This is an optimization exercise on Yosys and OpenROAD, whose aim is small area, a short achievable clock period and few clock cycles per item, not a production implementation. Where RTL was checked, it was by simulation tests only, not by an equivalence proof against the original.

== job 103 ==
==> module cordic, before the edit <==
module cordic (
    input  wire               clk,
    input  wire               rst_n,
    input  wire               start,
    input  wire signed [15:0] angle_in,
    output wire signed [15:0] cos_out,
    output wire signed [15:0] sin_out,
    output reg                done
);
    localparam signed [15:0] K = 16'sd9949;
    reg signed [15:0] x, y, z;
    reg [3:0] cnt;       
    reg [3:0] cntb;      
    reg busy;
    reg [15:0] atan_i;
    always @(*) begin
        case (cnt)
            4'd1:    atan_i = 16'h1DAC;
            4'd2:    atan_i = 16'h0FAE;
            4'd3:    atan_i = 16'h07F5;
            4'd4:    atan_i = 16'h03FF;
            4'd5:    atan_i = 16'h0200;
            4'd6:    atan_i = 16'h0100;
            4'd7:    atan_i = 16'h0080;
            4'd8:    atan_i = 16'h0040;
            4'd9:    atan_i = 16'h0020;
            4'd10:   atan_i = 16'h0010;
            4'd11:   atan_i = 16'h0008;
            4'd12:   atan_i = 16'h0004;
            4'd13:   atan_i = 16'h0002;
            4'd14:   atan_i = 16'h0001;
            default: atan_i = 16'h0000;
        endcase
    end
    wire dz = ~z[15];                        
    wire signed [15:0] ysh = y >>> cnt;
    wire signed [15:0] xsh = x >>> (~cntb);
    wire [15:0] x_n = x + (ysh ^ {16{dz}}) + {15'd0, dz};
    wire [15:0] y_n = y + (xsh ^ {16{~dz}}) + {15'd0, ~dz};
    wire d0 = ~angle_in[15];
    wire [15:0] za = start ? angle_in : z;
    wire [15:0] ata = start ? 16'h3244 : atan_i;
    wire        dza = start ? d0 : dz;
    wire [15:0] z_n = za + (ata ^ {16{dza}}) + {15'd0, dza};
    always @(posedge clk) begin
        if (start) begin
            x   <= K;
            y   <= d0 ? K : -K;
        end else begin
            x   <= x_n;
            y   <= y_n;
        end
        if (start) begin
            cnt  <= 4'd1;
            cntb <= ~4'd1;
        end else begin
            cnt  <= cnt + 4'd1;
            cntb <= cntb - 4'd1;
        end
    end
    always @(posedge clk) z <= z_n;
    wire last = (cnt == 4'd14);
    always @(posedge clk or negedge rst_n) begin
        if (!rst_n) begin
            busy <= 1'b0;
            done <= 1'b0;
        end else begin
            busy <= start | (busy & ~last);
            done <= busy & last;
        end
    end
    assign cos_out = x;
    assign sin_out = y;
endmodule
Settings: LEC_CHECK=0, ABC_AREA=1, CAP_MARGIN=20, CORE_MARGIN=2, CORE_UTILIZATION=55, SETUP_SLACK_MARGIN=3.7, SLEW_MARGIN=20; clock period 7.0 ns.
run.sh (not shown) runs the stock make flow with config.mk's settings and CLKGATE_MAP_FILE= SYNTH_SCRIPT=/design/flow/synth_recipe.tcl, a recipe that flattens the netlist after the stock synthesis.
Here is what was changed in the inputs of job 105 compared with job 103.
==> flow/design.v <==
module cordic (
    input  wire               clk,
    input  wire               rst_n,
    input  wire               start,
    input  wire signed [15:0] angle_in,
    output wire signed [15:0] cos_out,
    output wire signed [15:0] sin_out,
    output reg                done
);
    localparam signed [15:0] K = 16'sd9949;
    reg signed [15:0] x, y, z;
    reg [3:0] cnt;       
    reg [3:0] cntb;      
    reg px;              
    reg busy;
    wire [15:0] atan_i =
          ({16{cnt == 4'd1}} & 16'h1DAC) | ({16{cnt == 4'd2}} & 16'h0FAE)
        | ({16{cnt == 4'd3}} & 16'h07F5) | ({16{cnt == 4'd4}} & 16'h03FF)
        | ({16{cnt == 4'd5}} & 16'h0200) | ({16{cnt == 4'd6}} & 16'h0100)
        | ({16{cnt == 4'd7}} & 16'h0080) | ({16{cnt == 4'd8}} & 16'h0040)
        | ({16{cnt == 4'd9}} & 16'h0020) | ({16{cnt == 4'd10}} & 16'h0010)
        | ({16{cnt == 4'd11}} & 16'h0008) | ({16{cnt == 4'd12}} & 16'h0004)
        | ({16{cnt == 4'd13}} & 16'h0002) | ({16{cnt == 4'd14}} & 16'h0001);
    wire dz = ~z[15];                        
    wire signed [15:0] yc = y ^ {16{px}};
    wire signed [15:0] xc = x ^ {16{~px}};
    wire signed [15:0] ysh = yc >>> cnt;
    wire signed [15:0] xsh = xc >>> (~cntb);
    wire [15:0] x_n = x + ysh + {15'd0, px};
    wire [15:0] y_n = y + xsh + {15'd0, ~px};
    wire d0 = ~angle_in[15];
    wire [15:0] za = start ? angle_in : z;
    wire [15:0] ata = start ? 16'h3244 : atan_i;
    wire        dza = start ? d0 : dz;
    wire [15:0] z_n = za + (ata ^ {16{dza}}) + {15'd0, dza};
    always @(posedge clk) begin
        if (start) begin
            x   <= K;
            y   <= d0 ? K : -K;
        end else begin
            x   <= x_n;
            y   <= y_n;
        end
        if (start) begin
            cnt  <= 4'd1;
            cntb <= ~4'd1;
        end else begin
            cnt  <= cnt + 4'd1;
            cntb <= cntb - 4'd1;
        end
    end
    always @(posedge clk) begin
        z  <= z_n;
        px <= ~z_n[15];
    end
    wire last = (cnt == 4'd14);
    always @(posedge clk or negedge rst_n) begin
        if (!rst_n) begin
            busy <= 1'b0;
            done <= 1'b0;
        end else begin
            busy <= start | (busy & ~last);
            done <= busy & last;
        end
    end
    assign cos_out = x;
    assign sin_out = y;
endmodule
Findings:
Cmp job 103 and job 105 / die extent in y / higher: job 103. Measured against each other, job 103 and job 105 differ in number of flip-flops and latches, the lower figure coming from job 105. The total wirelength of the detailed-routed design reported for job 105 is greater than that of job 103 by 2.1%. When job 105 is measured against job 103, its die area turns out 88 um^2 lower. On job 105: growth of design area from synthesis to finish is 2.4 points lower than what job 103 gave. [compare] base=job 103 new=job 105: met2 usage now sits higher; area fraction in compound gates after synthesis picked up an extra 3.0 points; final worst-path setup slack increased 0.15 ns.
Testbench counts of job 105, summed over its fixed seeds: cycles 24,008, items 1,600.
Only the layout flow was run in job 103; the RTL was not checked for function there.

cordic, a different RTL version from the one above (not shown whole).
Size in the first run: ~59 flip-flops, roughly 6000 µm² of cells after synthesis.
==> module cordic, before the edit <==
module cordic (
    input  wire               clk,
    input  wire               rst_n,
    input  wire               start,
    input  wire signed [15:0] angle_in,
    output wire signed [15:0] cos_out,
    output wire signed [15:0] sin_out,
    output reg                done
);
    localparam signed [15:0] K = 16'sd9949;
    reg signed [15:0] x, y, z;
    reg [3:0] cnt;       
    reg [3:0] cntb;      
    reg px;              
    reg busy;
    wire [15:0] atan_i =
          ({16{cnt == 4'd1}} & 16'h1DAC) | ({16{cnt == 4'd2}} & 16'h0FAE)
        | ({16{cnt == 4'd3}} & 16'h07F5) | ({16{cnt == 4'd4}} & 16'h03FF)
        | ({16{cnt == 4'd5}} & 16'h0200) | ({16{cnt == 4'd6}} & 16'h0100)
        | ({16{cnt == 4'd7}} & 16'h0080) | ({16{cnt == 4'd8}} & 16'h0040)
        | ({16{cnt == 4'd9}} & 16'h0020) | ({16{cnt == 4'd10}} & 16'h0010)
        | ({16{cnt == 4'd11}} & 16'h0008) | ({16{cnt == 4'd12}} & 16'h0004)
        | ({16{cnt == 4'd13}} & 16'h0002) | ({16{cnt == 4'd14}} & 16'h0001);
    wire dz = ~z[15];                        
    wire signed [15:0] yc = y ^ {16{px}};
    wire signed [15:0] xc = x ^ {16{z[15]}};      
    wire signed [15:0] ysh = yc >>> cnt;
    wire signed [15:0] xsh = xc >>> (~cntb);
    wire [15:0] x_n = x + ysh + {15'd0, px};
    wire [15:0] y_n = y + xsh + {15'd0, z[15]};
    wire d0 = ~angle_in[15];
    wire [15:0] za = start ? angle_in : z;
    wire [15:0] ata = start ? 16'h3244 : atan_i;
    wire        dza = start ? d0 : dz;
    wire [15:0] z_n = za + (ata ^ {16{dza}}) + {15'd0, dza};
    always @(posedge clk) begin
        if (start) begin
            x   <= K;
            y   <= d0 ? K : -K;
        end else begin
            x   <= x_n;
            y   <= y_n;
        end
        if (start) begin
            cnt  <= 4'd1;
            cntb <= ~4'd1;
        end else begin
            cnt  <= cnt + 4'd1;
            cntb <= cntb - 4'd1;
        end
    end
    always @(posedge clk) begin
        z  <= z_n;
        px <= ~z_n[15];
    end
    wire last = (cnt == 4'd14);
    always @(posedge clk or negedge rst_n) begin
        if (!rst_n) begin
            busy <= 1'b0;
            done <= 1'b0;
        end else begin
            busy <= start | (busy & ~last);
            done <= busy & last;
        end
    end
    assign cos_out = x;
    assign sin_out = y;
endmodule
Settings: LEC_CHECK=0, ABC_AREA=1, CAP_MARGIN=20, CORE_MARGIN=2, CORE_UTILIZATION=55, SETUP_SLACK_MARGIN=3.7, SLEW_MARGIN=20; clock period 7.0 ns.
Change:
==> flow/design.v (replaced) <==
module cordic (
    input  wire               clk,
    input  wire               rst_n,
    input  wire               start,
    input  wire signed [15:0] angle_in,
    output wire signed [15:0] cos_out,
    output wire signed [15:0] sin_out,
    output reg                done
);
    localparam signed [15:0] K = 16'sd9949;
    reg signed [15:0] xc, yc;    
    reg signed [15:0] z;
    reg d;                       
    reg [3:0] cnt;               
    reg [3:0] cntb;              
    reg busy;
    wire [15:0] atan_i =
          ({16{cnt == 4'd1}} & 16'h1DAC) | ({16{cnt == 4'd2}} & 16'h0FAE)
        | ({16{cnt == 4'd3}} & 16'h07F5) | ({16{cnt == 4'd4}} & 16'h03FF)
        | ({16{cnt == 4'd5}} & 16'h0200) | ({16{cnt == 4'd6}} & 16'h0100)
        | ({16{cnt == 4'd7}} & 16'h0080) | ({16{cnt == 4'd8}} & 16'h0040)
        | ({16{cnt == 4'd9}} & 16'h0020) | ({16{cnt == 4'd10}} & 16'h0010)
        | ({16{cnt == 4'd11}} & 16'h0008) | ({16{cnt == 4'd12}} & 16'h0004)
        | ({16{cnt == 4'd13}} & 16'h0002) | ({16{cnt == 4'd14}} & 16'h0001);
    wire [15:0] x = xc ^ {16{~d}};
    wire [15:0] y = yc ^ {16{d}};
    wire signed [15:0] ysh = yc >>> cnt;
    wire signed [15:0] xsh = xc >>> (~cntb);
    wire [15:0] x_n = x + ysh + {15'd0, d};
    wire [15:0] y_n = y + xsh + {15'd0, ~d};
    wire dz = ~z[15];
    wire d0 = ~angle_in[15];
    wire [15:0] za = start ? angle_in : z;
    wire [15:0] ata = start ? 16'h3244 : atan_i;
    wire        dza = start ? d0 : dz;
    wire [15:0] z_n = za + (ata ^ {16{dza}}) + {15'd0, dza};
    wire        d_n = ~z_n[15];
    wire [15:0] x_v = start ? K : x_n;
    wire [15:0] y_v = start ? (d0 ? K : -K) : y_n;
    always @(posedge clk) begin
        xc <= x_v ^ {16{~d_n}};
        yc <= y_v ^ {16{d_n}};
        z  <= z_n;
        d  <= d_n;
        if (start) begin
            cnt  <= 4'd1;
            cntb <= ~4'd1;
        end else begin
            cnt  <= cnt + 4'd1;
            cntb <= cntb - 4'd1;
        end
    end
    wire last = (cnt == 4'd14);
    always @(posedge clk or negedge rst_n) begin
        if (!rst_n) begin
            busy <= 1'b0;
            done <= 1'b0;
        end else begin
            busy <= start | (busy & ~last);
            done <= busy & last;
        end
    end
    assign cos_out = x;
    assign sin_out = y;
endmodule
Effect: Design area came out higher by about 5.4%. Via count increases by about 6%. Worst hold slack improves by 24 ps. Sequential cell count does not change. Count of clock-buffer cells in the layout fell by 1. Sequential share of layout area goes down by 0.82 points. Worst setup slack is worse by 340 ps. Synthesized area hardly moves. Synthesized cell count fell by about 3%.
Function was not checked in any run of this note: the RTL went through the layout flow alone.

==> re-timing with driven ports <==
The flow's constraints put no driver on any port. The routed layouts listed below were extracted and timed again, unchanged, in two steps. Step 1 assumes that a clkbuf_16 drives the clock port and a buf_2 every other input. Step 2 adds t to the input delays and takes it off the output delays; t is the mean of the earliest and latest rising clock arrival at the registers after step 1. Input paths then give back, and output paths get back, about the clock's delay inside the block. Slacks: ideal ports / drivers / drivers and shift; pairs: ideal ports / drivers.
| run | t, ns | setup WS [ns] | hold WS [ns] | worst register clock-pin slew, ns | worst data-port slew with drivers (ns) |
|---|---|---|---|---|---|
| job 103 | 0.407 | 3.682 / 3.661 / 3.254 | 0.478 / 0.478 / 0.478 | 0.08 / 0.08 | 0.06 |
| job 105 | 0.390 | 3.829 / 3.829 / 3.531 | 0.477 / 0.477 / 0.477 | 0.07 / 0.07 | 0.04 |
| the first run of note 2 | 0.386 | 3.725 / 3.734 / 3.348 | 0.477 / 0.477 / 0.477 | 0.07 / 0.07 | 0.04 |
| the second run of note 2 | 0.378 | 3.380 / 3.369 / 2.991 | 0.500 / 0.500 / 0.500 | 0.07 / 0.07 | 0.06 |
After both steps setup and hold are still met in every run listed. For job 103, which loses most, drivers alone change the setup slack by -0.021 ns; drivers and shift together by -0.428 ns.
